What follows belongs to an exercise in optimizing a design on an open flow for small area; a production flow would make more cautious choices. Where RTL was checked, it was by simulation tests only, not by an equivalence proof against the original. No functional check of the RTL was part of run 2. Power and IR drop assume default switching activity.

## flow/flow/remap.tcl

```tcl
yosys -import
read_liberty -ignore_miss_func $::env(LIB)
blackbox sky130_fd_sc_hd__df* sky130_fd_sc_hd__edf* sky130_fd_sc_hd__sdf* sky130_fd_sc_hd__dl*
read_verilog std_synth.v
hierarchy -top $::env(FLOW_TOP)
flatten
opt -fast
stat -liberty $::env(LIB)
abc -liberty $::env(LIB) {*}$::env(DONT_USE) -script $::env(ABC_SCRIPT)
opt_clean -purge
hilomap -singleton -hicell sky130_fd_sc_hd__conb_1 HI -locell sky130_fd_sc_hd__conb_1 LO
insbuf -buf sky130_fd_sc_hd__buf_4 A X
splitnets
opt_clean -purge
stat -liberty $::env(LIB)
write_verilog -noattr -nohex -nodec $::env(REMAP_OUT)
```

## flow/flow/equiv.tcl

```tcl
yosys -import
read_liberty -ignore_miss_func $::env(LIB)
read_verilog std_synth.v
yosys rename $::env(FLOW_TOP) gold
read_verilog remap.v
yosys rename $::env(FLOW_TOP) gate
flatten gold gate
yosys rename -hide w:_*
async2sync
opt_clean
equiv_make gold gate eq
hierarchy -top eq
equiv_simple -seq 2
equiv_induct
equiv_status -assert
```

## flow/design.v

```verilog
module i2c_clock(
	apb_csel, pclk, prst_n, i_clock_en, i_clock_stop,
	i_clk
	);
input [1:0]apb_csel;
input pclk;
input prst_n;
input i_clock_en;
input i_clock_stop;
  output i_clk; 
wire ice_down;
wire ics_down;
wire ice_enable;
wire ics_enable;
wire clear;
wire pre_iclk;
wire [8:0]clock_rate;
reg [1:0] ice_counter;
reg [1:0] ics_counter;
reg [8:0]clock_counter;
reg i_clock_en_pre;
reg i_clock_stop_longer_edge_pre;
assign ice_down = i_clock_en_pre & (~i_clock_en);
assign ics_down = i_clock_stop_longer_edge_pre & (~i_clock_stop);
assign ice_enable = (ice_counter > 0); 
assign ics_enable = (ics_counter > 0);
assign clock_rate = apb_csel[1] ? (apb_csel[0] ? 15 : 125) : (apb_csel[0] ? 50 : 500);
assign pre_iclk = (clock_counter >= clock_rate/2);
assign clear = (clock_counter == clock_rate);
assign i_clk = (ics_enable | ~ice_enable | i_clock_en)?1'b1:pre_iclk;
always @(posedge pclk,negedge prst_n) 
begin
	if(~prst_n) 
	begin 
		i_clock_en_pre <= 1'b0;
		i_clock_stop_longer_edge_pre <= 1'b0;
	end
    else 
	begin 
        i_clock_en_pre <= i_clock_en;
        i_clock_stop_longer_edge_pre <= i_clock_stop;
	end
end
always @(posedge pclk, negedge prst_n)
begin
	if(~prst_n) ice_counter <= 2'b0;
	else 
	begin
	casex({ice_down, ics_down})
		2'b01: ice_counter <= 2'b00;
		2'b11: ice_counter <= 2'b00;
		2'b10: ice_counter <= ice_counter + 1'd1;
		2'b00: ice_counter <= ice_counter;
		default: ice_counter <= ice_counter;
	endcase
	end
end
always @(posedge pclk, negedge prst_n)
begin
	if(~prst_n) ics_counter <= 2'b0;
	else 
	begin
	case({ics_down, ice_down})
		2'b01: ics_counter <= 2'b00;
		2'b11: ics_counter <= 2'b00;
		2'b10: ics_counter <= ics_counter + 1'd1;
		2'b00: ics_counter <= ics_counter;
	default: ics_counter <= ics_counter;
	endcase
	end
end
always @(posedge pclk, negedge prst_n)
begin
	if (~prst_n) clock_counter <= 9'd0;
	else
	begin
		if ((~ice_enable)) 
			clock_counter <= 9'd0;
		else 
			clock_counter <= clock_counter + 9'd1; 
	end 
end
endmodule
module i2c_txff(
	txff_data,
	txff_txnf,
	txff_empty,
	pclk,
	prst_n,
	apb_ctx,
	i_txff_rd,
	apb_data,
	apb_txff_wr);
output [7:0] txff_data;
output txff_txnf;
output txff_empty;
input [7:0] apb_data;
input pclk;
input prst_n;
input apb_ctx;
input i_txff_rd;
input apb_txff_wr;
reg [4:0] txff_wptr, txff_rptr;
reg apb_ctx1;
reg dt_we_txfifo1, dt_we_txfifo2, dt_we_txfifo3;
reg dt_re_txfifo1, dt_re_txfifo2, dt_re_txfifo3;
wire apb_ctx_up   = apb_ctx & ~apb_ctx1;
wire fbit_comp    = txff_wptr[4] ^ txff_rptr[4];
wire equal        = (txff_wptr[3:0] == txff_rptr[3:0]);
wire txff_full    = fbit_comp & equal;
assign txff_empty = ~fbit_comp & equal;
assign txff_txnf  = ~txff_full;
wire dt_we_txfifo = ~txff_full & apb_txff_wr;
wire dt_re_txfifo = ~txff_empty & i_txff_rd;
wire mem_we       = dt_we_txfifo | dt_we_txfifo1;
wire [127:0] txff_memory;
genvar i;
generate
	for (i = 0; i < 16; i = i + 1) begin : g_ent
		reg [7:0] ent;
		always @(posedge pclk or negedge prst_n)
		begin
			if (~prst_n)
				ent <= 8'd0;
			else if (mem_we & (txff_wptr[3:0] == i))
				ent <= apb_data;
		end
		assign txff_memory[i*8 +: 8] = ent;
	end
endgenerate
assign txff_data = txff_memory[txff_rptr[3:0]*8 +: 8];
always @(posedge pclk or negedge prst_n)
begin
	if (~prst_n)
		txff_rptr <= 5'd0;
	else if (apb_ctx_up)
		txff_rptr <= 5'd0;
	else if (dt_re_txfifo3)
		txff_rptr <= txff_rptr + 5'd1;
end
always @(posedge pclk or negedge prst_n)
begin
	if (~prst_n)
		txff_wptr <= 5'd0;
	else if (apb_ctx_up)
		txff_wptr <= txff_rptr;
	else if (dt_we_txfifo3)
		txff_wptr <= txff_wptr + 5'd1;
end
always @(posedge pclk or negedge prst_n)
begin
	if (~prst_n) begin
		apb_ctx1 <= 1'b0;
		dt_we_txfifo1 <= 1'b0;
		dt_we_txfifo2 <= 1'b0;
		dt_we_txfifo3 <= 1'b0;
		dt_re_txfifo1 <= 1'b0;
		dt_re_txfifo2 <= 1'b0;
		dt_re_txfifo3 <= 1'b0;
	end
	else begin
		apb_ctx1 <= apb_ctx;
		dt_we_txfifo1 <= dt_we_txfifo;
		dt_we_txfifo2 <= dt_we_txfifo1;
		dt_we_txfifo3 <= dt_we_txfifo2;
		dt_re_txfifo1 <= dt_re_txfifo;
		dt_re_txfifo2 <= dt_re_txfifo1;
		dt_re_txfifo3 <= dt_re_txfifo2;
	end
end
endmodule
module i2c_rxff(
  rxff_data,
  rxff_rxne,
  rxff_ov,
  pclk,
  prst_n,
  apb_crx,
  i_rxff_wr,
  rxff_din,
  apb_rxff_rd);
output [7:0]rxff_data;
output rxff_rxne;
output reg rxff_ov;
input [7:0] rxff_din;
input   pclk;
input   prst_n;
input   apb_crx;
input   i_rxff_wr;
input   apb_rxff_rd;
wire  fbit_comp;
wire  equal;
wire dt_we_rxfifo, dt_re_rxfifo;
wire overflow_set;
wire rxff_full;
wire rxff_threshold;	
wire apb_crx_up;
reg [4:0]rxff_wptr,rxff_rptr;
reg [127:0]rxff_memory;
reg apb_crx1;
reg dt_we_rxfifo1;
reg dt_we_rxfifo2;
reg dt_we_rxfifo3;
assign dt_we_rxfifo = (~rxff_full)& i_rxff_wr;
assign dt_re_rxfifo = rxff_rxne & apb_rxff_rd;
assign overflow_set = rxff_full & i_rxff_wr;
assign rxff_data =  rxff_memory[rxff_rptr[3:0]*8 +: 8]; 
assign fbit_comp =  (rxff_wptr[4] ^rxff_rptr[4]);
assign equal = (rxff_wptr[3:0] - rxff_rptr[3:0])? 1'b1 : 1'b0; 
assign rxff_full = fbit_comp & equal;
assign rxff_rxne = (~fbit_comp & equal);
assign apb_crx_up = apb_crx & ~apb_crx1;
always @(posedge pclk or negedge prst_n) 
begin
	if(~prst_n)
        rxff_memory <= 128'd0;
	else if(dt_we_rxfifo | dt_we_rxfifo) 
        rxff_memory[rxff_wptr[3:0]*8 +: 8] <= rxff_din;
end
always @(posedge pclk or negedge prst_n) 
begin
    if(~prst_n) 
        rxff_rptr <= 5'd0;
	else if (apb_crx_up)
		rxff_rptr <= 5'd0;
	else begin
		if(dt_re_rxfifo) 
			rxff_rptr <= rxff_rptr + 5'd1;
        else 
			rxff_rptr <= rxff_rptr;
	end
end
always @(posedge pclk or negedge prst_n) 
begin
	if(~prst_n) 
		rxff_wptr <= 5'd0;
	else begin
	case ({apb_crx_up , dt_we_rxfifo3})
		2'b00:  rxff_wptr <= rxff_wptr;
		2'b01:  rxff_wptr <= rxff_wptr + 5'd1;
		2'b10:  rxff_wptr <= rxff_rptr;
		2'b11:  rxff_wptr <= rxff_rptr;          
	endcase
	end
end
always @(posedge pclk or negedge prst_n) 
begin
	if(~prst_n)
		rxff_ov <= 1'b0; 
	else begin
	case ({overflow_set , dt_we_rxfifo})
		2'b00:  rxff_ov <= rxff_ov;
		2'b01:  rxff_ov <= 1'b0;
		2'b10:  rxff_ov <= 1'b1;
		2'b11:  rxff_ov <= 1'b0;          
	endcase
    end
end    
always @(posedge pclk or negedge prst_n)
begin
	if(~prst_n) begin
	apb_crx1 <= 1'b0;
	dt_we_rxfifo1 <= 1'b0;
	dt_we_rxfifo2 <= 1'b0;
	dt_we_rxfifo3 <= 1'b0;
	end else begin
	apb_crx1 <= apb_crx; 
	dt_we_rxfifo1 <= dt_we_rxfifo;
	dt_we_rxfifo2 <= dt_we_rxfifo1;
	dt_we_rxfifo3 <= dt_we_rxfifo2;
	end
end
endmodule
module i2c_apb(
	prst_n		, pclk		, psel		, penable	, pwrite	, paddr		, pwdata, 
	rxff_data	, 	rxff_ov	, i_rx_busy	, i_tx_busy	, rxff_rxne	, txff_txnf	, i_mrs	,
    prdata	, apb_ctx	, apb_crx		, apb_ms		, apb_en, 
	apb_csel, apb_tadd	, apb_txff_wr	, apb_rxff_rd	, i2c_if,
	apb_add	, apb_rw	, apb_sp		, apb_rs		, apb_data
	);
input prst_n;
input pclk;
input psel;
input penable;
input pwrite;
input [7:0] paddr;
input [31:0] pwdata;
input [7:0] rxff_data;
input rxff_ov;
input i_rx_busy;
input i_tx_busy;
input rxff_rxne;
input txff_txnf;
input i_mrs;
output reg [31:0] prdata;
output apb_ctx;
output apb_crx;
output apb_ms;
output apb_en;
output reg [6:0] apb_add;
output apb_rw;
output apb_sp;
output apb_rs;
output reg [7:0] apb_data;
output [1:0]apb_csel;
output reg [6:0] apb_tadd;
output apb_txff_wr;
output apb_rxff_rd;
output i2c_if;
wire apb_oie;
wire apb_tie;
wire apb_rie; 
wire apb_busy;
wire i2c_tf;
wire i2c_rf;
wire i2c_of; 
wire i2c_te;
wire i2c_re; 
wire we;
wire read; 
wire result;
reg con_we;
reg se_we;
reg add_we;
reg com_we;
reg dt_we;
reg ie_we;
reg cd_we;
reg tadd_we;
reg [6:0] apb_con;
reg [1:0] apb_se;
reg [2:0] apb_com;
reg [2:0] apb_ie;
reg [1:0] apb_clk;
assign apb_ctx =  apb_con[0];
assign apb_crx = apb_con[1];
assign apb_ms =  apb_con[2];
assign apb_en = apb_se[0];
assign apb_busy = i_tx_busy | i_rx_busy;
assign apb_rw = apb_com[0];
assign apb_sp = apb_com[1];
assign apb_rs = apb_com[2];
assign apb_csel = apb_clk;
assign apb_rie = apb_ie[1];
assign apb_tie = apb_ie[1];
assign apb_oie = apb_ie[0];
assign apb_txff_wr = dt_we & txff_txnf;
assign read = psel & penable &(~pwrite);
assign result = (paddr[7:0]==8'h2C);
assign apb_rxff_rd =read & result;
assign i2c_te = txff_txnf;
assign i2c_re = rxff_rxne;
assign i2c_tf = apb_tie & i2c_te;
assign i2c_rf = apb_rie & i2c_re;
assign i2c_of = apb_oie & rxff_ov; 
assign i2c_if = i2c_tf | i2c_rf | i2c_of;	   
assign we= psel & pwrite & penable;
always @(*) 
begin
	case(paddr[7:0])
	8'h1C:begin
		con_we= we;
		se_we = 1'b0;
		add_we = 1'b0;
		com_we = 1'b0;
		dt_we = 1'b0;
		ie_we = 1'b0;
		cd_we = 1'b0;
		tadd_we = 1'b0;
	end
	8'h20: begin
		con_we= 1'b0;
		se_we = we;
		add_we = 1'b0;
		com_we = 1'b0;
		dt_we = 1'b0;
		ie_we = 1'b0;
		cd_we = 1'b0;
		tadd_we = 1'b0;
	end
	8'h24: begin
		con_we= 1'b0;
		se_we = 1'b0;
		add_we = we;
		com_we = 1'b0;
		dt_we = 1'b0;
		ie_we = 1'b0;
		cd_we = 1'b0;
		tadd_we = 1'b0;    
	end
	8'h28: begin 
		con_we= 1'b0;
		se_we = 1'b0;
		add_we = 1'b0;
		com_we = we;
		dt_we = 1'b0;
		ie_we = 1'b0;
		cd_we = 1'b0;
		tadd_we = 1'b0;
	end
	8'h2C: begin
		con_we= 1'b0;
		se_we = 1'b0;
		add_we = 1'b0;
		com_we = 1'b0;
		dt_we = we;
		ie_we = 1'b0;
		cd_we = 1'b0;
		tadd_we = 1'b0;
	end
	8'h30: begin
		con_we= 1'b0;
		se_we = 1'b0;
		add_we = 1'b0;
		com_we = 1'b0;
		dt_we = 1'b0;
		ie_we = we;
		cd_we = 1'b0;
		tadd_we = 1'b0;
	end
	8'h3C: begin
		con_we= 1'b0;
		se_we = 1'b0;
		add_we = 1'b0;
		com_we = 1'b0;
		dt_we = 1'b0;
		ie_we = 1'b0;
		cd_we = we;
		tadd_we = 1'b0;
	end
	8'h40: begin
		con_we= 1'b0;
		se_we = 1'b0;
		add_we = 1'b0;
		com_we = 1'b0;
		dt_we = 1'b0;
		ie_we = 1'b0;
		cd_we = 1'b0;
		tadd_we = we;
	end
	default:begin
		con_we= 1'b0;
		se_we = 1'b0;
		add_we = 1'b0;
		com_we = 1'b0;
		dt_we = 1'b0;
		ie_we = 1'b0;
		cd_we = 1'b0;
		tadd_we = 1'b0;
	end
    endcase
end
always @(posedge pclk,negedge prst_n) 
begin
    if(~prst_n) 
		apb_con<= 3'd0;
    else if(con_we) 
		apb_con<= pwdata[2:0];
end
always @(posedge pclk,negedge prst_n) 
begin
    if(~prst_n) 
		apb_se<= 2'd0;
    else if(se_we) 
		apb_se<= pwdata[1:0];
end
always @(posedge pclk,negedge prst_n) 
begin
    if(~prst_n) 
		apb_add<= 7'd0;
    else if(add_we) 
		apb_add<= pwdata[6:0];
end
always @(posedge pclk,negedge prst_n) 
begin
    if(~prst_n) 
		apb_com<= 3'd0;
    else if (i_mrs)
		apb_com[2] <= 1'b0;
	else if(com_we) 
		apb_com<= pwdata[2:0];
end
always @(posedge pclk,negedge prst_n) 
begin
	if(~prst_n)
		apb_data<= 8'd0;
	else if(dt_we) 
		apb_data<= pwdata[7:0];
end
always @(posedge pclk,negedge prst_n) 
begin
    if(~prst_n) 
		apb_ie<= 3'd0;
    else if(ie_we) 
		apb_ie<= pwdata[2:0];
end
always @(posedge pclk,negedge prst_n) 
begin
    if(~prst_n) 
		apb_clk<= 2'd0;
    else if(cd_we) 
		apb_clk<= pwdata[1:0];
end
always @(posedge pclk,negedge prst_n) 
begin
    if(~prst_n) 
		apb_tadd<= 7'd0;
    else if(tadd_we) 
		apb_tadd<= pwdata[6:0];
end
always @(*) 
begin
	casez(paddr[7:0])
		8'h1C:prdata={25'd0,apb_con[6:0]};
		8'h20:prdata={27'd0,apb_busy,rxff_rxne,txff_txnf,apb_se[1:0]};
		8'h24:prdata={25'd0,apb_add[6:0]};
		8'h28:prdata={29'd0,apb_com[2:0]};
		8'h2C:prdata={24'd0,rxff_data[7:0]};
		8'h30:prdata={29'd0,apb_ie[2:0]};
		8'h34:prdata={29'd0,i2c_re,i2c_te,rxff_ov};
		8'h38:prdata={29'd0,i2c_tf,i2c_rf,i2c_of};
		8'h3C:prdata={25'd0,apb_clk[1:0]};
		8'h40:prdata={25'd0,apb_tadd[6:0]};
		default: prdata = 32'd0;
    endcase
end
endmodule  
module i2c_interface(
	pclk, prst_n, i_clk, txff_data, apb_en, apb_ms, apb_sp,
	apb_rs, apb_rw,	apb_add, apb_tadd, apb_csel, rxff_ov,txff_empty,
	i_rx_busy, i_tx_busy, i_txff_rd, i_rxff_wr, rxff_din,
	i_clock_en, i_clock_stop, i_mrs, scl_o, scl_oe, sda_o, sda_oe, scl_i, sda_i
	);
parameter
	M_IDLE      = 3'b000,
	M_FIRSTBYTE = 3'b001,
	M_RECEIVE   = 3'b010,
	M_TRANSMIT  = 3'b011,
	S_IDLE      = 3'b100,
	S_FIRSTBYTE = 3'b101,
	S_RECEIVE   = 3'b110,
	S_TRANSMIT  = 3'b111;
input pclk;
input prst_n;
input i_clk;
input [7:0] txff_data;
input apb_en;
input apb_ms;
input apb_sp;
input apb_rs;
input apb_rw;
input [1:0] apb_csel;
input [6:0] apb_add;
input [6:0] apb_tadd;
input rxff_ov;
input txff_empty;
output i_rx_busy;
output i_tx_busy;
output i_txff_rd;
output i_rxff_wr;
output [7:0] rxff_din;
output i_clock_en;
output i_mrs;
output i_clock_stop;
output sda_o;
output sda_oe;
output scl_o;
output scl_oe;
input sda_i;
input scl_i;
wire sda = sda_i;
wire scl = scl_i;
reg [3:0] bc_down;
reg [3:0] bc_up;
reg [15:0] m_start_count;
reg [15:0] rs_count;
reg [7:0] rx_shift_data;
reg [8:0] tx_shift_data;
reg [2:0] cur_state;
reg [2:0] next_state;
reg [7:0] byte_count;
reg [10:0] ics_counter;    
reg [10:0] s_scl_counter;
reg [10:0] s_cd;
reg [10:0] bcd9_counter;
reg [4:0] ics_enable;
reg [7:0] s_init_value;
reg scl1, sda1, mrs2, mrs3, apb_ms1, apb_ms2, apb_ms3, m_stop1;
reg mrs_one1, mrs_one2, mrs_three1, mrs_three2;
reg s_r1, s_w1, m_r1, m_w1;
wire scl_down = ~scl & scl1;
wire scl_up   = scl & ~scl1;
wire sda_down = ~sda & sda1;
wire sda_up   = sda & ~sda1;
wire bcd0 = (bc_down == 4'd0);
wire bcd9 = bc_down[3] & bc_down[0];
wire bcd8 = bc_down[3] & ~bc_down[0];
wire bcd_gt2 = bc_down[3] | bc_down[2] | (bc_down[1] & bc_down[0]);
wire bcu0 = (bc_up == 4'd0);
wire bcu9 = bc_up[3] & bc_up[0];
wire bcu8 = bc_up[3] & ~bc_up[0];
wire bcu6 = bc_up[2] & bc_up[1] & ~bc_up[0];
wire apb_ms_down = ~apb_ms & apb_ms3;
wire apb_ms_up   = apb_ms & ~apb_ms3;
wire m_fsm_receive   = (cur_state == M_RECEIVE);
wire m_fsm_firstbyte = (cur_state == M_FIRSTBYTE);
wire m_fsm_transmit  = (cur_state == M_TRANSMIT);
wire s_fsm_idle      = (cur_state == S_IDLE);
wire s_fsm_receive   = (cur_state == S_RECEIVE);
wire s_fsm_firstbyte = (cur_state == S_FIRSTBYTE);
wire s_fsm_transmit  = (cur_state == S_TRANSMIT);
wire bytec0 = (byte_count == 8'd0);
wire bytec1 = (byte_count == 8'd1);
wire c0 = ~apb_csel[1] & ~apb_csel[0];
wire c1 = ~apb_csel[1] &  apb_csel[0];
wire c2 =  apb_csel[1] & ~apb_csel[0];
wire c3 =  apb_csel[1] &  apb_csel[0];
wire [10:0] ic = ics_counter;
wire ics_nz  = |ic;
wire ics_one = ics_nz & (c0 & (ic < 500) | c1 & (ic < 50) | c2 & (ic < 125) | c3 & (ic < 15));
wire ics_two = ics_nz & (c0 & (ic < 1000) | c1 & (ic < 100) | c2 & (ic < 250) | c3 & (ic < 30));
wire ics_three = ics_nz & (c0 & (ic < 1500) | c1 & (ic < 150) | c2 & (ic < 375) | c3 & (ic < 45));
wire ics_eq1 = c0 & (ic == 500) | c1 & (ic == 50) | c2 & (ic == 125) | c3 & (ic == 15);
wire ics_clr = c0 & (ic == 1500) | c1 & (ic == 150) | c2 & (ic == 375) | c3 & (ic == 45);
wire rs_hi0 = ~|rs_count[15:11];
wire [10:0] rc = rs_count[10:0];
wire rs_nz = |rs_count;
wire mrs_one   = rs_nz & rs_hi0 & (c0 & (rc < 500) | c1 & (rc < 50) | c2 & (rc < 125) | c3 & (rc < 15));
wire mrs_two   = rs_nz & rs_hi0 & (c0 & (rc < 1000) | c1 & (rc < 100) | c2 & (rc < 250) | c3 & (rc < 30));
wire mrs_three = rs_nz & rs_hi0 & (c0 & (rc <= 1500) | c1 & (rc <= 150) | c2 & (rc <= 375) | c3 & (rc <= 45));
wire rs_clr    = rs_hi0 & (c0 & (rc == 1504) | c1 & (rc == 154) | c2 & (rc == 379) | c3 & (rc == 49));
wire mrs_one_down   = ~mrs_one & mrs_one2;
wire mrs_three_down = ~mrs_three & mrs_three2;
wire ms_hi0 = ~|m_start_count[15:11];
wire [10:0] mc = m_start_count[10:0];
wire start_complete = ms_hi0 & (c0 & (mc == 1000) | c1 & (mc == 100) | c2 & (mc == 250) | c3 & (mc == 30));
wire ms_lo = |m_start_count & ms_hi0 & (c0 & (mc <= 500) | c1 & (mc <= 50) | c2 & (mc <= 125) | c3 & (mc <= 15));
wire s_start = scl & sda_down & ~apb_ms;
wire s_stop  = scl & sda_up & ~apb_ms;
assign i_rxff_wr = (m_fsm_receive | s_fsm_receive) & bcu8 & scl_down;
assign i_txff_rd = ~txff_empty & (((s_fsm_firstbyte & rx_shift_data[0]) | s_fsm_transmit |
			((m_fsm_transmit | m_fsm_firstbyte) & ~apb_rw)) & scl_up & bcd8);
wire ack_edge = scl_up & bcd0;
wire m_ack_ok = ack_edge ? (~(~sda & (m_fsm_transmit | m_fsm_firstbyte)) & ~m_fsm_receive) : 1'b1;
wire s_ack_ok = s_fsm_transmit & ack_edge & ~sda;
wire m_r = apb_rw & ~m_ack_ok;
wire m_w = ~apb_rw & ~m_ack_ok;
wire s_right_addr = ~bytec0 & s_fsm_firstbyte & (rx_shift_data[7:1] == apb_add[6:0]);
wire s_r = s_right_addr & bcu9 & ~rx_shift_data[0];
wire s_w = s_right_addr & bcu9 & rx_shift_data[0];
wire m_tx_shift_en = scl_down & (m_fsm_firstbyte | m_fsm_transmit) & ~bcu8;
wire m_rx_shift_en = scl_up & m_fsm_receive & ~(bcd0 | bcd9);
wire s_tx_shift_en = scl_down & (s_fsm_firstbyte | s_fsm_transmit) & ~bcu8;
wire s_rx_shift_en = scl_up & (s_fsm_firstbyte | s_fsm_receive) & ~bcu8;
always @(posedge pclk or negedge prst_n)
begin
	if (~prst_n)
		s_init_value <= 8'd0;
	else if (bcu6)
		s_init_value <= txff_data[7:0];
end
wire [7:0] m_init_value = (m_fsm_firstbyte & bytec0) ? {apb_tadd[6:0], apb_rw} : txff_data[7:0];
wire m_stop    = apb_ms & ~apb_sp & bcd0 & ~bytec0;
wire m_stop_up = m_stop & ~m_stop1;
wire ics_en    = m_stop_up | (m_ack_ok & ack_edge & (m_fsm_firstbyte | m_fsm_transmit));
wire m_rs_interval = apb_rs & bcd0;
wire m_restart     = m_rs_interval & ~mrs3;
assign i_mrs       = mrs_three_down;
assign i_tx_busy = (cur_state == S_TRANSMIT) | (~cur_state[2] & cur_state[0]);
assign i_rx_busy = (cur_state[2] & (cur_state[1] ^ cur_state[0])) | m_fsm_receive;
assign i_clock_en   = ms_lo | (mrs_three & ~mrs_two);
assign i_clock_stop = apb_ms & ics_eq1 | mrs_one_down;
wire s_rs_detect   = (bcd9_counter > s_cd);
wire [11:0] sx = {1'b0, s_cd};
wire [11:0] sy = {3'b0, s_cd[10:2]};
wire [11:0] sz = {1'b0, bcd9_counter};
wire [11:0] sc = (sx & sy) | ((sx | sy) & ~sz);
wire s_stop_detect = ~apb_ms & ((sx ^ sy ^ sz) == {sc[10:0], 1'b0});
wire ack_return = ics_one | (((bcd0 | bcd9) & ~s_rs_detect & (s_fsm_firstbyte | s_fsm_receive |
			(apb_sp & m_fsm_receive & ~bytec1))) | ((s_fsm_transmit | s_fsm_receive) & bytec1));
wire s_firstbyte_to_idle = ack_edge & (~s_right_addr | s_ack_ok);
assign rxff_din = rx_shift_data[7:0];
wire m_hiz = apb_ms & ((m_fsm_receive & (~(bcd0 | bcd9) | (bcu0 & bytec1))) |
			((m_fsm_firstbyte | m_fsm_transmit) & (bcd0 | bcd9)) | mrs_one_down);
wire s_hiz = ~apb_ms & (s_rs_detect | s_fsm_idle | ((s_fsm_receive | s_fsm_firstbyte) & (~(bcd0 | bcd9) | bytec0)) |
			(s_fsm_transmit & (bcd0 | bcd9 | bytec1)));
wire hiz = m_hiz | s_hiz;
wire zero = (ack_return & ~rxff_ov) | ((i_clock_en | (~ics_one & ics_two) | (mrs_one | mrs_three_down)) & apb_ms);
wire one  = (apb_ms & ics_three & ~ics_two) | (ack_return & rxff_ov) | (apb_ms & mrs_two & ~mrs_one);
assign scl_oe = apb_ms | ~prst_n | rxff_ov;
assign scl_o  = apb_ms ? i_clk : ~prst_n;
assign sda_oe = one | zero | ~hiz;
assign sda_o  = one ? 1'b1 : (zero ? 1'b0 : tx_shift_data[8]);
always @(posedge pclk or negedge prst_n)
begin
	if (~prst_n) cur_state <= M_IDLE;
	else if (~apb_en) cur_state <= apb_ms ? M_IDLE : S_IDLE;
	else if (apb_ms_up) cur_state <= M_IDLE;
	else if (apb_ms_down) cur_state <= S_IDLE;
	else cur_state <= next_state;
end
always @(*)
begin
	case (cur_state)
		M_IDLE:
			if (apb_sp) next_state = M_FIRSTBYTE;
			else next_state = cur_state;
		M_FIRSTBYTE:
			if (m_w1) next_state = M_TRANSMIT;
			else if (m_r1) next_state = M_RECEIVE;
			else if (ack_edge & m_ack_ok) next_state = M_IDLE;
			else next_state = cur_state;
		M_TRANSMIT:
			if (ics_enable[4] | i_clock_stop) next_state = M_IDLE;
			else next_state = cur_state;
		M_RECEIVE:
			if (m_stop | i_clock_stop) next_state = M_IDLE;
			else next_state = cur_state;
		S_IDLE:
			if (s_start) next_state = S_FIRSTBYTE;
			else next_state = cur_state;
		S_FIRSTBYTE:
			if (s_w1) next_state = S_TRANSMIT;
			else if (s_r1) next_state = S_RECEIVE;
			else if (s_firstbyte_to_idle) next_state = S_IDLE;
			else next_state = cur_state;
		S_TRANSMIT:
			if (s_start) next_state = S_FIRSTBYTE;
			else if ((~s_ack_ok & ack_edge) | s_stop) next_state = S_IDLE;
			else next_state = cur_state;
		default:  
			if (s_stop) next_state = S_IDLE;
			else if (s_start) next_state = S_FIRSTBYTE;
			else next_state = cur_state;
	endcase
end
always @(posedge pclk or negedge prst_n)
begin
	if (~prst_n) bc_up <= 4'b0;
	else if (bcu9) bc_up <= 4'b0;
	else if (scl_up) bc_up <= bc_up + 4'd1;
end
always @(posedge pclk or negedge prst_n)
begin
	if (~prst_n) bc_down <= 4'b0;
	else if (bcd9) bc_down <= 4'b0;
	else if (scl_down) bc_down <= bc_down + 4'd1;
end
always @(posedge pclk or negedge prst_n)
begin
	if (~prst_n) byte_count <= 8'b0;
	else if (ics_en | m_restart | s_start) byte_count <= 8'b0;
	else if (bcu0 & scl_down) byte_count <= byte_count + 8'd1;
end
always @(posedge pclk or negedge prst_n)
begin
	if (~prst_n) s_scl_counter <= 11'b0;
	else if (scl_up) s_scl_counter <= 11'b0;
	else s_scl_counter <= s_scl_counter + 11'd1;
end
always @(posedge pclk or negedge prst_n)
begin
	if (~prst_n) s_cd <= 11'b0;
	else if (scl_up) s_cd <= s_scl_counter;
end
always @(posedge pclk or negedge prst_n)
begin
	if (~prst_n) m_start_count <= 16'b0;
	else if (~start_complete) m_start_count <= apb_sp ? m_start_count + 16'd1 : 16'b0;
end
always @(posedge pclk or negedge prst_n)
begin
	if (~prst_n) rs_count <= 16'b0;
	else if (m_restart) rs_count <= 16'b0;
	else if (~(rs_clr | (~apb_rs & bcd_gt2))) rs_count <= rs_count + 16'd1;
end
always @(posedge pclk or negedge prst_n)
begin
	if (~prst_n) bcd9_counter <= 11'b0;
	else if (scl_down) bcd9_counter <= 11'b0;
	else if (~s_stop_detect) bcd9_counter <= bcd9_counter + 11'd1;
end
always @(posedge pclk or negedge prst_n)
begin
	if (~prst_n) ics_counter <= 11'b0;
	else if (ics_en) ics_counter <= 11'b0;
	else if (~((ics_clr | apb_sp) & ~bytec0) & ~(ics_counter[10] & ics_counter[9]))
		ics_counter <= ics_counter + 11'd1;
end
always @(posedge pclk or negedge prst_n)
begin
	if (~prst_n) rx_shift_data <= 8'd0;
	else if (m_rx_shift_en | s_rx_shift_en) rx_shift_data <= {rx_shift_data[6:0], sda};
end
always @(posedge pclk or negedge prst_n)
begin
	if (~prst_n)
		tx_shift_data <= {9{1'b1}};
	else if (apb_ms) begin
		if (m_tx_shift_en)
			tx_shift_data <= {tx_shift_data[7:0], 1'b1};
		else if (bcd9 | (m_fsm_firstbyte & bytec0) | m_restart)
			tx_shift_data <= {1'b1, m_init_value};
	end
	else begin
		if (bcu9)
			tx_shift_data <= {1'b0, s_init_value};
		else if (s_tx_shift_en)
			tx_shift_data <= {tx_shift_data[7:0], 1'b1};
	end
end
always @(posedge pclk)
begin
	if (~prst_n) begin
		scl1 <= 1'b0;
		sda1 <= 1'b0;
		m_stop1 <= 1'b0;
		mrs2 <= 1'b0;
		mrs3 <= 1'b0;
		apb_ms1 <= 1'b0;
		apb_ms2 <= 1'b0;
		apb_ms3 <= 1'b0;
		ics_enable <= 5'b0;
		mrs_one1 <= 1'b0;
		mrs_one2 <= 1'b0;
		mrs_three1 <= 1'b0;
		mrs_three2 <= 1'b0;
		s_r1 <= 1'b0;
		s_w1 <= 1'b0;
		m_r1 <= 1'b0;
		m_w1 <= 1'b0;
	end
	else begin
		scl1 <= scl;
		sda1 <= sda;
		m_stop1 <= m_stop;
		mrs2 <= m_rs_interval;
		mrs3 <= mrs2;
		apb_ms1 <= apb_ms;
		apb_ms2 <= apb_ms1;
		apb_ms3 <= apb_ms2;
		ics_enable <= {ics_enable[3:0], i_clock_stop};
		mrs_one1 <= mrs_one;
		mrs_one2 <= mrs_one1;
		mrs_three1 <= mrs_three;
		mrs_three2 <= mrs_three1;
		s_r1 <= s_r;
		s_w1 <= s_w;
		m_r1 <= m_r;
		m_w1 <= m_w;
	end
end
endmodule
module i2c_core ( 
   prdata, i2c_if,
   sda_o, sda_oe, scl_o, scl_oe, sda_i, scl_i,
   pwrite, pwdata, psel, prst_n, penable, pclk, paddr
   );
input [7:0]		paddr;			 
input			pclk;			 
input			penable;		 
input			prst_n;			 
input			psel;			 
input [31:0]		pwdata;			 
input			pwrite;			 
output			i2c_if;			 
output [31:0]		prdata;			 
output sda_o, sda_oe, scl_o, scl_oe;
input sda_i, scl_i;
wire [6:0]		apb_add;		 
wire			apb_crx;		 
wire [1:0]		apb_csel;		 
wire			apb_ctx;		 
wire [7:0]		apb_data;		 
wire			apb_en;			 
wire			apb_ms;			 
wire			apb_rs;			 
wire			apb_rw;			 
wire			apb_rxff_rd;		 
wire			apb_sp;			 
wire [6:0]		apb_tadd;		 
wire			apb_txff_wr;		 
wire			i_clk;			 
wire			i_clock_en;		 
wire			i_clock_stop;		 
wire			i_mrs;			 
wire			i_rx_busy;		 
wire			i_rxff_wr;		 
wire			i_tx_busy;		 
wire			i_txff_rd;		 
wire [7:0]		rxff_data;		 
wire [7:0]		rxff_din;		 
wire			rxff_ov;		 
wire			rxff_rxne;		 
wire [7:0]		txff_data;		 
wire			txff_empty;		 
wire			txff_txnf;		 
i2c_interface 	ii( 
		   .i_rx_busy		(i_rx_busy),
		   .i_tx_busy		(i_tx_busy),
		   .i_txff_rd		(i_txff_rd),
		   .i_rxff_wr		(i_rxff_wr),
		   .rxff_din		(rxff_din[7:0]),
		   .i_clock_en		(i_clock_en),
		   .i_mrs		(i_mrs),
		   .i_clock_stop	(i_clock_stop),
		   .sda_o		(sda_o),
		   .sda_oe		(sda_oe),
		   .scl_o		(scl_o),
		   .scl_oe		(scl_oe),
		   .sda_i		(sda_i),
		   .scl_i		(scl_i),
		   .pclk		(pclk),
		   .prst_n		(prst_n),
		   .i_clk		(i_clk),
		   .txff_data		(txff_data[7:0]),
		   .apb_en		(apb_en),
		   .apb_ms		(apb_ms),
		   .apb_sp		(apb_sp),
		   .apb_rs		(apb_rs),
		   .apb_rw		(apb_rw),
		   .apb_csel		(apb_csel[1:0]),
		   .apb_add		(apb_add[6:0]),
		   .apb_tadd		(apb_tadd[6:0]),
		   .rxff_ov		(rxff_ov),
		   .txff_empty		(txff_empty));
i2c_apb			ia( 
			   .prdata		(prdata[31:0]),
			   .apb_ctx		(apb_ctx),
			   .apb_crx		(apb_crx),
			   .apb_ms		(apb_ms),
			   .apb_en		(apb_en),
			   .apb_add		(apb_add[6:0]),
			   .apb_rw		(apb_rw),
			   .apb_sp		(apb_sp),
			   .apb_rs		(apb_rs),
			   .apb_data		(apb_data[7:0]),
			   .apb_csel		(apb_csel[1:0]),
			   .apb_tadd		(apb_tadd[6:0]),
			   .apb_txff_wr		(apb_txff_wr),
			   .apb_rxff_rd		(apb_rxff_rd),
			   .i2c_if		(i2c_if),
			   .prst_n		(prst_n),
			   .pclk		(pclk),
			   .psel		(psel),
			   .penable		(penable),
			   .pwrite		(pwrite),
			   .paddr		(paddr[7:0]),
			   .pwdata		(pwdata[31:0]),
			   .rxff_data		(rxff_data[7:0]),
			   .rxff_ov		(rxff_ov),
			   .i_rx_busy		(i_rx_busy),
			   .i_tx_busy		(i_tx_busy),
			   .rxff_rxne		(rxff_rxne),
			   .txff_txnf		(txff_txnf),
			   .i_mrs		(i_mrs));
i2c_rxff		ir( 
			   .rxff_data		(rxff_data[7:0]),
			   .rxff_rxne		(rxff_rxne),
			   .rxff_ov		(rxff_ov),
			   .rxff_din		(rxff_din[7:0]),
			   .pclk		(pclk),
			   .prst_n		(prst_n),
			   .apb_crx		(apb_crx),
			   .i_rxff_wr		(i_rxff_wr),
			   .apb_rxff_rd		(apb_rxff_rd));
i2c_txff		it( 
			   .txff_data		(txff_data[7:0]),
			   .txff_txnf		(txff_txnf),
			   .txff_empty		(txff_empty),
			   .apb_data		(apb_data[7:0]),
			   .pclk		(pclk),
			   .prst_n		(prst_n),
			   .apb_ctx		(apb_ctx),
			   .i_txff_rd		(i_txff_rd),
			   .apb_txff_wr		(apb_txff_wr));
i2c_clock		ic( 
			   .i_clk		(i_clk),
			   .apb_csel		(apb_csel[1:0]),
			   .pclk		(pclk),
			   .prst_n		(prst_n),
			   .i_clock_en		(i_clock_en),
			   .i_clock_stop	(i_clock_stop));
endmodule  
```

## flow/config.mk

```make
export PLATFORM = sky130hd
export DESIGN_NAME = i2c_core
export DESIGN_NICKNAME = i2c_core
export VERILOG_FILES = /design/flow/design.v
export SDC_FILE = /design/flow/constraint.sdc
export NUM_CORES = 4
export LEC_CHECK = 0
export CAP_MARGIN = 0
export CORE_MARGIN = 2
export CORE_UTILIZATION = 76
export PLACE_DENSITY = 0.85
export SLEW_MARGIN = 0
```

## flow/constraint.sdc

```tcl
create_clock -name core_clock -period 10.0 [get_ports {pclk}]
set_input_delay 2.0000 -clock core_clock [delete_from_list [all_inputs] [get_ports {pclk}]]
set_output_delay 2.0000 -clock core_clock [all_outputs]
set_load 0.01 [all_outputs]
```

## flow/flow/run.sh

```bash
#!/bin/bash
# Layout flow: the standard synthesis, then an area-oriented re-mapping of the
# combinational logic only (every register instance is kept as synthesis made it),
# then the standard layout steps on the re-mapped netlist, with a smaller clock
# tree and smaller port buffers.
set -euo pipefail
W=$(pwd)
RES=$W/orfs/results/$FLOW_PLATFORM/i2c_core/base
PDK=$FLOW_HOME/platforms/$FLOW_PLATFORM
export LIB=$PDK/lib/sky130_fd_sc_hd__tt_025C_1v80.lib
YOSYS=$(command -v yosys || echo "$FLOW_HOME/../tools/install/yosys/bin/yosys")
export DONT_USE=$(sed -n '/DONT_USE_CELLS/,/^$/p' $PDK/config.mk | grep -o "sky130_fd_sc_hd__[A-Za-z0-9_]*" | sed 's/^/-dont_use /' | tr '\n' ' ')

# 1. standard synthesis
bash standard.sh synth > $W/synth.log 2>&1
cp $RES/1_2_yosys.v $W/std_synth.v

# 2. re-map the combinational logic for area with a few ABC scripts in parallel, keep
#    the smallest, then prove it equal to the standard netlist
AMAP="dch,-f;amap,-A,10,-F,5"
script() {
  case $1 in
    1) echo "+&get,-n;&st;&deepsyn,-T,400,-S,0;&put;$AMAP;strash;$AMAP;topo;stime,-c" ;;
    2) echo "+&get,-n;&st;&deepsyn,-T,400,-S,8;&put;$AMAP;strash;$AMAP;topo;stime,-c" ;;
    3) echo "+&get,-n;&st;&deepsyn,-T,400,-S,9;&put;$AMAP;strash;$AMAP;topo;stime,-c" ;;
    4) echo "+&get,-n;&st;&deepsyn,-T,400,-S,1;&put;$AMAP;strash;$AMAP;topo;stime,-c" ;;
    5) echo "+strash;$AMAP;strash;$AMAP;strash;$AMAP;topo;stime,-c" ;;
  esac
}
for n in 1 2 3 4; do
  ( export ABC_SCRIPT="$(script $n)" REMAP_OUT=remap_$n.v
    $YOSYS -c $W/flow/remap.tcl > $W/remap_$n.log 2>&1 || true ) &
done
wait
# candidates from smallest to largest area; the first that the equivalence check proves is used
: > $W/remap_choice.log
for n in 1 2 3 4; do
  a=$(grep "Chip area for module" $W/remap_$n.log 2>/dev/null | tail -1 | awk "{print \$NF}" || true)
  echo "script $n area ${a:-failed}" >> $W/remap_choice.log
  [[ -n "$a" && -f $W/remap_$n.v ]] && echo "$a $n" >> $W/remap_cands.txt || true
done
( export ABC_SCRIPT="$(script 5)" REMAP_OUT=remap_5.v; $YOSYS -c $W/flow/remap.tcl > $W/remap_5.log 2>&1 ) || true
a=$(grep "Chip area for module" $W/remap_5.log 2>/dev/null | tail -1 | awk "{print \$NF}" || true)
echo "script 5 area ${a:-failed}" >> $W/remap_choice.log
[[ -n "$a" && -f $W/remap_5.v ]] && echo "$a 5" >> $W/remap_cands.txt || true
chosen=""
for n in $(sort -g $W/remap_cands.txt | awk '{print $2}'); do
  cp $W/remap_$n.v $W/remap.v
  if $YOSYS -c $W/flow/equiv.tcl > $W/equiv_$n.log 2>&1; then chosen=$n; break; fi
done
[[ -n "$chosen" ]] || { echo "no re-mapped netlist passed the equivalence check" >> $W/remap_choice.log; cp $W/std_synth.v $W/remap.v; }
echo "chosen ${chosen:-standard}" >> $W/remap_choice.log
cp $W/remap.v $RES/1_2_yosys.v
touch $RES/1_2_yosys.v

# 3. standard layout from the re-mapped netlist
export CTS_ARGS="-sink_clustering_enable -repair_clock_nets -sink_clustering_size 9 -sink_clustering_max_diameter 40 -buf_list sky130_fd_sc_hd__clkbuf_4 -dont_use_dummy_load"
export BUFFER_PORTS_ARGS="-buffer_cell sky130_fd_sc_hd__buf_1"
bash standard.sh > $W/layout.log 2>&1
```

## flow/standard.sh

```bash
#!/bin/bash
# synth_recipe.tcl (not shown) runs the flow's synth.tcl, then flattens the netlist and writes it again
# the make line also repeats each setting of config.mk as NAME=value (left out here)
make -C /OpenROAD-flow-scripts/flow DESIGN_CONFIG=/design/flow/config.mk WORK_HOME=/design/flow/orfs CLKGATE_MAP_FILE= SYNTH_SCRIPT=/design/flow/synth_recipe.tcl "${@:-finish}"
```

==> results of run 1 <==
[metrics by stage]
| step | hold WS [ns] | utilization [%] | cells |
|---|---|---|---|
| 5_1_grt | 0.364 | 81.0 | 2853 |
| 6_report | 0.355 | 81.0 | 2853 |
| 2_1_floorplan | 0.331 | - | 2383 |
| 3_5_place_dp | 0.337 | 79.4 | 2791 |
| 4_1_cts | 0.354 | 81.0 | 2851 |
| 3_3_place_gp | 0.333 | 79.4 | 2791 |
[layer usage]
metal | vias up | GRT usage [%] | part of all wire [%]
li1 | 8644 | - | -
met3 | 254 | 8.33 | 11
met4 | 0 | 19.3 | 4.7
met2 | 1246 | 61.1 | 45
met1 | 9182 | 54.1 | 39
met5 | - | 0 | 0
[flip-flops by register name, indices dropped and copies added (netlist names), 7 cells and up]
name,flops
ia.apb_add,7
ia.apb_data,8
ia.apb_tadd,7
ic.clock_counter,9
ii.bcd9_counter,11
ii.byte_count,8
ii.ics_counter,11
ii.m_start_count,16
ii.rs_count,16
ii.rx_shift_data,8
ii.s_cd,11
ii.s_init_value,8
ii.s_scl_counter,11
ii.tx_shift_data,9
ir.rxff_memory,128
it.g_ent.ent,128
[cell type report]
type	count	area [um2]	area share, %
clock buffer	60	450	2.00
inverter	337	1260	5.62
multi-input combinational	1543	8140	36.1
tap	378	473	2.10
antenna	2	5.00	0.0222
sequential	479	11900	52.8
timing repair buffer	54	290	1.29
[worst max-delay path by stage]
stage	end	cells after the start	slack, ns
after floorplan	prdata[1]	7	4.30
after global placement	it.g_ent[7].ent[7]	14	3.02
after detailed placement	it.g_ent[4].ent[6]	15	2.76
after CTS	prdata[2]	11	3.23
after global routing	it.g_ent[4].ent[6]	15	3.02
final	prdata[2]	11	3.09
[power groups by stage]
| stage | clock [mW] | combinational (mW) | sequential [mW] |
|---|---|---|---|
| after CTS | 0.879 | 0.831 | 2.24 |
| after global placement | 0 | 0.792 | 2.27 |
| after detailed placement | 0 | 0.830 | 2.28 |
| after global routing | 0.953 | 0.942 | 2.27 |
| after floorplan | 0 | 0.594 | 2.24 |
| final | 0.888 | 0.849 | 2.25 |
[cells in the final DEF, fill, tap and decap left out, types with 24 or more instances in the layout]
master,instances
clkinv_1,337
o221ai_1,25
nand2_1,261
a222oi_1,37
nor3_1,58
o22ai_1,182
o21ai_0,285
nor2_1,311
dfrtp_1,449
a211oi_1,53
buf_1,34
a21oi_1,92
conb_1,24
clkbuf_4,61
[worst max-delay path, stage by stage]
cell	delay, ns
buf_1	0.06
or3_1	0.37
nand2b_1	0.22
nor3_1	0.35
clkinv_1	0.21
nor2_1	0.41
clkinv_1	0.48
a21oi_1	0.24
a21oi_1	0.11
o21ai_0	0.24
buf_1	0.20
==> flow_summary.yaml, run 1 <==
die:
  coreArea_um2: 27800
  floorplan.initialDensity_pct: 77.0
  die_h_um: 172
  die_x_um: 172
  row_count: 61
  io_pins: 84
  dieArea_um2: 29500
grt:
  antenna_found_initial: 1
  grt_pass1_wl_um: 91800
  grt_start_max_net_pins: 150
  first_global_vias: 18500
  grt-ovfl-total: 0
  grt.total_usage_pct: 39.6
final_layout:
  nFillCells: 1847
  areaGrowthSynthToFinish_pct: 5.26
  final_area_um2: 22500
  final_nets: 2522
  drive_above_1_share_pct: 3.60
critical_path:
  end_kind: "output port"
  r2r_cells: 22
  crit_start: "paddr[0]"
  worst_r2r_startpoint: "ia.apb_clk[0]"
  criticalPathCategory: "in -> out"
  worstPathMaxFanout: 6
  r2r_setup_slack_ns: 5.38
  startpoint_type: "input port"
  rr_endpoint: "ii.rs_count[15]"
  cp.arrival_ns: 4.91
  crit_required_ns: 8.00
detailed_routing:
  num_vias: 19300
  drt_iter0_markers: 2475
  first_pass_iters: 12
  finalWirelength_um: 57700
  routedWlPerCell_um: 20.2
  drc: 0
  vias_per_cell: 6.77
  antenna_left: 0
clock_network:
  numClockSinks: 479
  clk_pin_slew_ns: 0.09
  clkLatencyLatePin_ns: 0.79
  cts_tree: "yes"
  cts_buffers: 60
  cts_buffer_depth: 3
  cts_resized: 0
  post_cts_buffers: 0
  cts_htree_levels: 2
  ctsHoldBuffers: 0
  cts-root-buf: "clkbuf_4"
placement:
  place_area_um2: 22100
  pre_cts_ws_ns: 2.76
  dp_hpwl_um: 40000
  port_buffers: 35
  place_congestion: 0.963
power_and_ir_drop:
  switching_share_pct: 33.3
  internal_power_mw: 2.66
  p_comb_share_pct: 21.3
  peakVddDrop_mv: 0.190
  power_mw: 3.99
  pwr-share-seq_pct: 56.4
  p_per_area_nw_per_um2: 177
  cellLeakagePower_nw: 9.15
  netSwitchingPower_mw: 1.33
  clkPwrFrac_pct: 22.3
worst_hold_path:
  holdCritStartpoint: "it.dt_re_txfifo2"
  hold_path.class: "reg -> reg"
  min_to: "it.dt_re_txfifo3"
  hold_depth: 0
flow_run:
  cap_violations: 0
yosys:
  avgSynthCellArea_um2: 9.06
  netlist_area_um2: 21400
  syn-instance-count: 2360
  yosys_warnings: 5
sta:
  finalClockSkew_ns: 0.0752
  post-route-period-util_pct: 69.1
  tns_ns: 0
  hold_viol: 0
  drv_slew: 0
  rsz0062_at_grt: "false"
  worst_pin_slew_ns: 1.19
  finalWorstSetupSlack_ns: 3.09
  relSlewSlack_pct: 20.6
  clock.fmax_mhz: 145
  fin_crit_ns: 6.91
  finalSetupViolations: 0
run_status:
  outcome: "no timing/DRC/antenna violations"
==> run 2: changes to the inputs <==
--- a/flow/design.v
+++ b/flow/design.v
@@ -82,16 +82,16 @@
 end
 endmodule
 module i2c_txff(
-	txff_data,
-	txff_txnf,
-	txff_empty,
-	pclk,
-	prst_n,
-	apb_ctx,
-	i_txff_rd,
-	apb_data,
-	apb_txff_wr);
-output [7:0] txff_data;
+  txff_data,
+  txff_txnf,
+  txff_empty,
+  pclk,
+  prst_n,
+  apb_ctx,
+  i_txff_rd,
+  apb_data,
+  apb_txff_wr);
+output [7:0]txff_data;
 output txff_txnf;
 output txff_empty;
 input [7:0] apb_data;
@@ -100,72 +100,99 @@
 input apb_ctx;
 input i_txff_rd;
 input apb_txff_wr;
-reg [4:0] txff_wptr, txff_rptr;
+wire fbit_comp;
+wire equal;
+wire dt_we_txfifo, dt_re_txfifo;
+wire overflow_set;
+wire txff_full;
+wire txff_txne ;  
+wire apb_ctx_up;
+reg [4:0]txff_wptr,txff_rptr;
+reg [127:0]txff_memory;
+reg txff_ov;
 reg apb_ctx1;
-reg dt_we_txfifo1, dt_we_txfifo2, dt_we_txfifo3;
-reg dt_re_txfifo1, dt_re_txfifo2, dt_re_txfifo3;
-wire apb_ctx_up   = apb_ctx & ~apb_ctx1;
-wire fbit_comp    = txff_wptr[4] ^ txff_rptr[4];
-wire equal        = (txff_wptr[3:0] == txff_rptr[3:0]);
-wire txff_full    = fbit_comp & equal;
-assign txff_empty = ~fbit_comp & equal;
-assign txff_txnf  = ~txff_full;
-wire dt_we_txfifo = ~txff_full & apb_txff_wr;
-wire dt_re_txfifo = ~txff_empty & i_txff_rd;
-wire mem_we       = dt_we_txfifo | dt_we_txfifo1;
-wire [127:0] txff_memory;
-genvar i;
-generate
-	for (i = 0; i < 16; i = i + 1) begin : g_ent
-		reg [7:0] ent;
-		always @(posedge pclk or negedge prst_n)
-		begin
-			if (~prst_n)
-				ent <= 8'd0;
-			else if (mem_we & (txff_wptr[3:0] == i))
-				ent <= apb_data;
-		end
-		assign txff_memory[i*8 +: 8] = ent;
-	end
-endgenerate
-assign txff_data = txff_memory[txff_rptr[3:0]*8 +: 8];
-always @(posedge pclk or negedge prst_n)
+reg dt_we_txfifo1;
+reg dt_we_txfifo2;
+reg dt_we_txfifo3;
+reg dt_re_txfifo1;
+reg dt_re_txfifo2;
+reg dt_re_txfifo3;
+assign apb_ctx_up = apb_ctx & ~apb_ctx1;
+assign fbit_comp 	=  (txff_wptr[4] ^txff_rptr[4]);
+assign equal 		= (txff_wptr[3:0] == txff_rptr[3:0]);
+assign txff_full 	= fbit_comp & equal;
+assign txff_txne 	= ~(~fbit_comp & equal);
+assign txff_empty 	= ~fbit_comp & equal;
+assign dt_we_txfifo = (~txff_full)& apb_txff_wr;
+assign dt_re_txfifo = txff_txne & i_txff_rd;
+assign overflow_set = txff_full & dt_we_txfifo;
+assign txff_txnf = ~txff_full;
+assign txff_data =  txff_memory[txff_rptr[3:0]*8 +: 8];
+always @(posedge pclk or negedge prst_n) 
 begin
-	if (~prst_n)
+	if(~prst_n)
+	txff_memory <= 128'd0;
+	else if(dt_we_txfifo|dt_we_txfifo1) 
+	txff_memory[txff_wptr[3:0]*8 +: 8] <= apb_data;
+end
+always @(posedge pclk or negedge prst_n) 
+begin
+	if(~prst_n) 
 		txff_rptr <= 5'd0;
 	else if (apb_ctx_up)
 		txff_rptr <= 5'd0;
-	else if (dt_re_txfifo3)
-		txff_rptr <= txff_rptr + 5'd1;
+	else begin
+		if(dt_re_txfifo3) 
+			txff_rptr <= txff_rptr + 5'd1;
+        else 
+			txff_rptr <= txff_rptr;
+	end
 end
-always @(posedge pclk or negedge prst_n)
+always @(posedge pclk or negedge prst_n) 
 begin
-	if (~prst_n)
+	if(~prst_n) 
 		txff_wptr <= 5'd0;
-	else if (apb_ctx_up)
-		txff_wptr <= txff_rptr;
-	else if (dt_we_txfifo3)
-		txff_wptr <= txff_wptr + 5'd1;
+	else begin
+	case ({apb_ctx_up,dt_we_txfifo3})
+		2'b00:  txff_wptr <= txff_wptr;
+		2'b01:  txff_wptr <= txff_wptr + 5'd1;
+		2'b10:  txff_wptr <= txff_rptr;
+		2'b11:  txff_wptr <= txff_rptr;          
+	endcase
+	end
 end
-always @(posedge pclk or negedge prst_n)
+always @(posedge pclk or negedge prst_n) 
 begin
-	if (~prst_n) begin
-		apb_ctx1 <= 1'b0;
-		dt_we_txfifo1 <= 1'b0;
-		dt_we_txfifo2 <= 1'b0;
-		dt_we_txfifo3 <= 1'b0;
-		dt_re_txfifo1 <= 1'b0;
-		dt_re_txfifo2 <= 1'b0;
-		dt_re_txfifo3 <= 1'b0;
-	end
-	else begin
-		apb_ctx1 <= apb_ctx;
-		dt_we_txfifo1 <= dt_we_txfifo;
-		dt_we_txfifo2 <= dt_we_txfifo1;
-		dt_we_txfifo3 <= dt_we_txfifo2;
-		dt_re_txfifo1 <= dt_re_txfifo;
-		dt_re_txfifo2 <= dt_re_txfifo1;
-		dt_re_txfifo3 <= dt_re_txfifo2;
+    if(~prst_n)
+		txff_ov <= 1'b0; 
+    else begin
+	case ({overflow_set , dt_re_txfifo})
+		2'b00:  txff_ov <= txff_ov;
+		2'b01:  txff_ov <= 1'b0;
+		2'b10:  txff_ov <= 1'b1;
+		2'b11:  txff_ov <= 1'b0;          
+	endcase
+    end
+end    
+always @(posedge pclk, negedge prst_n)
+begin
+	if(~prst_n) begin
+	apb_ctx1 <= 1'b0;
+	dt_we_txfifo1 <= 1'b0;
+	dt_we_txfifo2 <= 1'b0;
+	dt_we_txfifo3 <= 1'b0;
+	dt_re_txfifo1 <= 1'b0;
+	dt_re_txfifo2 <= 1'b0;
+	dt_re_txfifo3 <= 1'b0;
+	end 
+	else begin	
+	apb_ctx1 <= apb_ctx;
+	dt_we_txfifo1 <= dt_we_txfifo;
+	dt_we_txfifo2 <= dt_we_txfifo1;
+	dt_we_txfifo3 <= dt_we_txfifo2;
+	dt_re_txfifo1 <= dt_re_txfifo;
+	dt_re_txfifo2 <= dt_re_txfifo1;
+	dt_re_txfifo3 <= dt_re_txfifo2;
 	end
 end
 endmodule
@@ -671,11 +698,8 @@
 assign i_clock_en   = ms_lo | (mrs_three & ~mrs_two);
 assign i_clock_stop = apb_ms & ics_eq1 | mrs_one_down;
 wire s_rs_detect   = (bcd9_counter > s_cd);
-wire [11:0] sx = {1'b0, s_cd};
-wire [11:0] sy = {3'b0, s_cd[10:2]};
-wire [11:0] sz = {1'b0, bcd9_counter};
-wire [11:0] sc = (sx & sy) | ((sx | sy) & ~sz);
-wire s_stop_detect = ~apb_ms & ((sx ^ sy ^ sz) == {sc[10:0], 1'b0});
+wire [11:0] s_cd54 = {1'b0, s_cd} + {3'b0, s_cd[10:2]};
+wire s_stop_detect = ~apb_ms & ({1'b0, bcd9_counter} == s_cd54);
 wire ack_return = ics_one | (((bcd0 | bcd9) & ~s_rs_detect & (s_fsm_firstbyte | s_fsm_receive |
 			(apb_sp & m_fsm_receive & ~bytec1))) | ((s_fsm_transmit | s_fsm_receive) & bytec1));
 wire s_firstbyte_to_idle = ack_edge & (~s_right_addr | s_ack_ok);
==> flow/run.sh (new file) <==
#!/bin/bash
# synth_recipe.tcl (not shown) runs the flow's synth.tcl, then flattens the netlist and writes it again
# the make line also repeats each setting of config.mk as NAME=value (left out here)
make -C /OpenROAD-flow-scripts/flow DESIGN_CONFIG=/design/flow/config.mk WORK_HOME=/design/flow/orfs CLKGATE_MAP_FILE= SYNTH_SCRIPT=/design/flow/synth_recipe.tcl finish
==> flow/config.mk (replaced) <==
export PLATFORM = sky130hd
export DESIGN_NAME = i2c_core
export DESIGN_NICKNAME = i2c_core
export VERILOG_FILES = /design/flow/design.v
export SDC_FILE = /design/flow/constraint.sdc
export NUM_CORES = 4
export LEC_CHECK = 0
export CAP_MARGIN = 20
export CORE_MARGIN = 2
export CORE_UTILIZATION = 70
export CTS_BUF_LIST = sky130_fd_sc_hd__clkbuf_16
export CTS_CLUSTER_DIAMETER = 60
export CTS_CLUSTER_SIZE = 24
export PLACE_DENSITY = 0.8
export SLEW_MARGIN = 20
removed: flow/flow/run.sh
removed: flow/flow/equiv.tcl
removed: flow/flow/remap.tcl
removed: flow/standard.sh
==> run 2 against run 1 <==
Critical path type unchanged. Critical path depth fell by 2. Sequential power barely moved. Die area rose by 28%. Clock power rose by 76%. Maximum frequency fell by 4.7%. Combinational power fell by 22%. Sequential cell count did not move.
==> flow_summary.yaml, run 2 <==
final_layout:
  top_regs: "ir.rxff_memory x128, it.txff_memory x128"
  final_cells: 2681
  antenna_cells: 0
  final_area_um2: 27000
  final_nets: 2313
  final_common_cell: "dfrtp_1"
  drive_above_1_share_pct: 21.8
  final_cell_mix: "447 x dfrtp_1, 275 x mux2_2, 162 x nand2_1"
  nFillCells: 2305
  areaGrowthSynthToFinish_pct: 6.96
die:
  die_h_um: 194
  dieArea_um2: 37600
  row_count: 69
  die_x_um: 194
  floorplan.initialDensity_pct: 71.0
  io_pins: 84
  coreArea_um2: 35600
worst_hold_path:
  hold_path.class: "reg -> reg"
  min_to: "it.dt_re_txfifo3"
  hold_depth: 0
  holdCritStartpoint: "it.dt_re_txfifo2"
grt:
  antenna_found_initial: 0
  grt.total_usage_pct: 31.4
  grt_start_max_net_pins: 109
  grt_pass1_wl_um: 94800
  grt-ovfl-total: 0
  first_global_vias: 17800
clock_network:
  numClockSinks: 479
  clk_pin_slew_ns: 0.08
  cts_buffers: 35
  cts_buffer_depth: 3
  post_cts_buffers: 0
  cts_htree_levels: 2
  cts_resized: 0
  clkLatencyLatePin_ns: 0.58
  cts-root-buf: "clkbuf_16"
  ctsHoldBuffers: 0
  cts_tree: "yes"
yosys:
  avgSynthCellArea_um2: 11.4
  synth_top_area_cell: "dfrtp_1"
  yosys_warnings: 5
  netlist_area_um2: 25300
  ys_types: 92
  synthTopCellsByArea: "dfrtp_1 44%, mux2_2 12%, mux4_2 7.1%, ha_1 3.4%, nand2_1 2.4%"
  synth_most_common_cell: "dfrtp_1"
  synth_top_area_share_pct: 44.5
  syn-instance-count: 2222
  ys_ff_latch: 479
  async_reset_ff_share_pct: 95.6
  synth_ff_type: "dfrtp_1"
  synth_edf_count: 0
  synthTopCellsByCount: "449 x dfrtp_1, 275 x mux2_2, 162 x nand2_1"
  ys_seq_area_share_pct: 47.1
sta:
  finalSetupViolations: 0
  hold_viol: 0
  tns_ns: 0
  drv_slew: 0
  relSlewSlack_pct: 33.0
  clock.fmax_mhz: 138
  fin_crit_ns: 7.24
  rsz0062_at_grt: "false"
  finalClockSkew_ns: 0.0390
  worst_pin_slew_ns: 0.992
  post-route-period-util_pct: 72.4
critical_path:
  r2r_setup_slack_ns: 6.32
  cp.arrival_ns: 5.24
  criticalPathCategory: "in -> out"
  crit_required_ns: 8.00
  end_kind: "output port"
  rr_endpoint: "ir.rxff_memory[24]"
  startpoint_type: "input port"
  worstPathMaxFanout: 8
  worst_r2r_startpoint: "ir.rxff_rptr[1]"
  r2r_cells: 11
run_status:
  outcome: "no timing/DRC/antenna violations"
detailed_routing:
  finalWirelength_um: 57800
  num_vias: 17500
  drt_iter0_markers: 1453
  drc: 0
  vias_per_cell: 6.51
  antenna_left: 0
  routedWlPerCell_um: 21.5
  first_pass_iters: 6
flow_run:
  cap_violations: 0
placement:
  place_area_um2: 25800
  place_inst: 2620
  place_congestion: 0.923
  dp_hpwl_um: 39400
  port_buffers: 35
power_and_ir_drop:
  p_per_area_nw_per_um2: 164
  power_mw: 4.44
  peakVddDrop_mv: 0.207
  cellLeakagePower_nw: 12.4
run 2: cell types whose count changed in the layout (fill, tap and decap cells not counted), sizes merged, moves of 80 or more:
cell and delta:
o21ai -169, inv +84, o22ai -181, clkinv -326, nor2 -140, mux4 +80, mux2 +275, nand2 -99
run 2: per-layer routing:
| metal | up-vias | GRT usage (%) | routed length (um) | part of all wire, % |
|---|---|---|---|---|
| met4 | 0 | 12.6 | 1950 | 3.4 |
| met3 | 125 | 4.17 | 2940 | 5.1 |
| met1 | 8861 | 43.7 | 24900 | 43 |
| li1 | 7935 | - | - | - |
| met5 | - | 0 | 0 | 0 |
| met2 | 531 | 50.8 | 27900 | 48 |
run 2: worst max-delay path, cell delays in order:
cell	delay [ns]
clkdlybuf4s50_1	0.39
or2_1	0.35
or3_1	0.43
nor4_2	0.73
a222oi_1	0.25
o21ai_0	0.13
a221oi_1	0.07
o311ai_0	0.22
clkdlybuf4s50_1	0.66
run 2: how the worst max path moves through the flow:
stage / start / end / slack [ns]
finish: paddr[1] / prdata[2] / 2.76
global route: paddr[1] / prdata[2] / 2.58
CTS: paddr[1] / prdata[2] / 2.77
detailed placement: paddr[1] / prdata[2] / 2.80
global placement: paddr[1] / prdata[2] / 2.90
floorplan: paddr[1] / prdata[2] / 4.28
run 2: stage by stage:
| stage | utilization [%] | hold WS [ns] | setup slack, ns |
|---|---|---|---|
| after floorplan | - | 0.331 | 4.28 |
| after global placement | 72.5 | 0.332 | 2.90 |
| after detailed placement | 72.5 | 0.345 | 2.80 |
| after CTS | 75.9 | 0.349 | 2.77 |
| after global routing | 75.9 | 0.359 | 2.58 |
| final | 75.9 | 0.348 | 2.76 |
run 2: area by class of cell:
type | count | area (um2) | area share [%]
clock buffers | 37 | 926 | 3.43
clock inverters | 24 | 309 | 1.14
inverters | 78 | 293 | 1.08
multi-input cells | 1548 | 12500 | 46.3
flip-flops and latches | 479 | 11900 | 44.0
well taps | 461 | 577 | 2.14
repair buffers | 54 | 498 | 1.84
run 2: logic make-up after synthesis:
| logic type | share of synthesized area [%] |
|---|---|
| AO/OA/AOI/OAI | 8.44 |
| buffers and inverters | 3.73 |
| XOR/XNOR | 3.36 |
| flip-flops | 47.1 |
| other | 0.0148 |
| multiplexers | 20.1 |
| AND/OR/NAND/NOR | 13.7 |
| adder cells (fa/ha/maj) | 3.50 |
run 2: power breakdown:
group | total, mW | switching, mW | internal [mW]
logic | 0.663 | 0.398 | 0.264
registers | 2.22 | 0.190 | 2.03
clock network | 1.56 | 0.731 | 0.825

==> separate check: timing with driven ports <==
The results above use ideal ports. As a check the final layouts listed here were re-extracted and re-timed, cells and wires unchanged.
Step 1: set_driving_cell puts a clkbuf_16 on pclk and a buf_2 on each other input, an assumption about the parent block.
Step 2, shift: input delay + t, output delay - t, t = (earliest + latest rising clock arrival at the registers) / 2. This alone moves slack from input paths to output paths.
Three values: ideal ports, drivers, drivers and shift; two values: the first two.
| run | shift t [ns] | slack for setup (ns) | clock arrival spread, ns |
|---|---|---|---|
| run 1 | 0.804 | 3.095 / 3.075 / 2.490 | 0.082 / 0.082 |
| run 2 | 0.615 | 2.757 / 2.737 / 2.737 | 0.045 / 0.045 |
After both steps every run listed still meets setup and hold. For run 1, which loses most, drivers alone change the setup slack by -0.020 ns; drivers and shift together by -0.605 ns.
